Background: an optimization exercise with open tools, aiming at small area. Do not read the settings as production practice. The RTL was checked by simulation tests, not by an equivalence proof against the original design.

Setup of run a:
==> flow/design.v (excerpt) <==
module r22sdf_64pt#(
	parameter data_resolution	= 16,
	parameter fft_length		= 64
)(
	input								sys_clk,
	input								sys_nrst,
	input								sys_en,
	input	[data_resolution-1 : 0]		din_r,
	input	[data_resolution-1 : 0]		din_i,
	output	[data_resolution-1 : 0]		dout_r,
	output	[data_resolution-1 : 0]		dout_i
);
Size: ~9700 cells after synthesis, roughly 2600 flip-flops, roughly 67 I/O pins, about 0.14 sq mm of cells after synthesis.
clock: 10.0 ns
lec_check: 0
cap_margin: 20
core_margin: 2
core_utilization: 55
cts_buf_list: sky130_fd_sc_hd__clkbuf_8
cts_cluster_diameter: 60
cts_cluster_size: 16
slew_margin: 20
run.sh (not shown) runs the stock make flow with config.mk's settings and CLKGATE_MAP_FILE= SYNTH_SCRIPT=/design/flow/synth_recipe.tcl, a recipe that flattens the netlist after the stock synthesis.
The inputs of run b differ from those of run a as listed below.
==> flow/flow/run.sh (new file) <==
#!/bin/bash
# The standard layout, with one change to synthesis: the fine stage of
# Yosys's synth runs without its early "abc -fast", so that ORFS's full-adder
# extraction sees the adders as written (no inverters between adder cells).
# Registers, their names and cell types are those of the standard synthesis.
set -euo pipefail
W="$(pwd)"
{
  echo 'proc synth {args} { if {[lsearch -exact $args "fine:"] >= 0} { yosys synth -nofsm -noshare -noabc {*}$args } else { yosys synth -nofsm -noshare {*}$args } }'
  tail -n +2 "$W/synth_recipe.tcl"
} > "$W/noabc_synth.tcl"
head -1 "$W/synth_recipe.tcl" > "$W/flow_check.log"
grep -c "synth_recipe.tcl" "$W/standard.sh" >> "$W/flow_check.log"
sed "s|$W/synth_recipe.tcl|$W/noabc_synth.tcl|g" "$W/standard.sh" > "$W/noabc_standard.sh"
grep -q "noabc_synth.tcl" "$W/noabc_standard.sh"
bash "$W/noabc_standard.sh" > "$W/flow_make.log" 2>&1
==> flow/standard.sh (new file) <==
#!/bin/bash
# synth_recipe.tcl (not shown) runs the flow's synth.tcl, then flattens the netlist and writes it again
# the make line also repeats each setting of config.mk as NAME=value (left out here)
make -C /OpenROAD-flow-scripts/flow DESIGN_CONFIG=/design/flow/config.mk WORK_HOME=/design/flow/orfs CLKGATE_MAP_FILE= SYNTH_SCRIPT=/design/flow/synth_recipe.tcl "${@:-finish}"
removed: flow/run.sh
## What came out
Diff run b and run a: number of tap cells inserted higher in run a
Lower core utilization goes to run a over run b.
Initial antenna violation count: run b vs run a down 6
As of run b, detailed-routed wire length on met3 had fallen by more than 10% compared to run a.
Run a vs run b, top layer reached by signal wires: met5 vs met4
Run b ends up with lower number of vias after detailed routing than run a does.
The count of buffers not belonging to the clock network in the layout in run b is 1.3 times that in run a.
Row highest fanout seen on the critical path: run b higher / run a lower
For the largest net degree at the start of global routing, run b came in 5 lower than run a did.
Where placement-stage worst setup slack is concerned, run a is outperformed by run b.

========
r22sdf_64pt, a different RTL version from the one above (not shown whole).
For scale: roughly 9400 cells after synthesis, about 2600 flip-flops.
==> flow/config.mk <==
export PLATFORM = sky130hd
export DESIGN_NAME = r22sdf_64pt
export DESIGN_NICKNAME = r22sdf_64pt
export VERILOG_FILES = /design/flow/design.v
export SDC_FILE = /design/flow/constraint.sdc
export NUM_CORES = 4
export LEC_CHECK = 0
export CAP_MARGIN = 20
export CORE_MARGIN = 2
export CORE_UTILIZATION = 50
export CTS_BUF_LIST = sky130_fd_sc_hd__clkbuf_8
export CTS_CLUSTER_DIAMETER = 60
export CTS_CLUSTER_SIZE = 18
export SLEW_MARGIN = 20
==> flow/constraint.sdc <==
create_clock -name core_clock -period 10.0 [get_ports {sys_clk}]
set_input_delay 2.0000 -clock core_clock [delete_from_list [all_inputs] [get_ports {sys_clk}]]
set_output_delay 2.0000 -clock core_clock [all_outputs]
set_load 0.01 [all_outputs]
Stock flow here: none of the scripts above is used.
Rerun with:
CORE_UTILIZATION = 55   (was 50)
Area after synthesis is unchanged.
First-iteration DRC count falls by 2.0%.
Setup slack loses 0.18 ns.
Non-clock buffer count falls by 44.

==> afterwards: timing with drivers on the ports <==
The flow's constraints put no driver on any port. The routed layouts listed below were extracted and timed again, unchanged, in two steps. Step 1 assumes that a clkbuf_16 drives the clock port and a buf_2 every other input. Step 2 adds t to the input delays and takes it off the output delays; t is the mean of the earliest and latest rising clock arrival at the registers after step 1. Input paths then give back, and output paths get back, about the clock's delay inside the block. Slacks: no drivers / after step 1 / after step 2; pairs: no drivers / after step 1.
run	t (ns)	slack for setup (ns)	worst data-port slew with drivers (ns)
run a	1.040	0.391 / 0.391 / 0.391	0.16
run b	1.069	0.418 / 0.418 / 0.418	0.21
the first run of note 2	1.049	0.442 / 0.442 / 0.442	0.15
the second run of note 2	1.030	0.257 / 0.257 / 0.257	0.20
After both steps setup and hold are still met in every run listed.
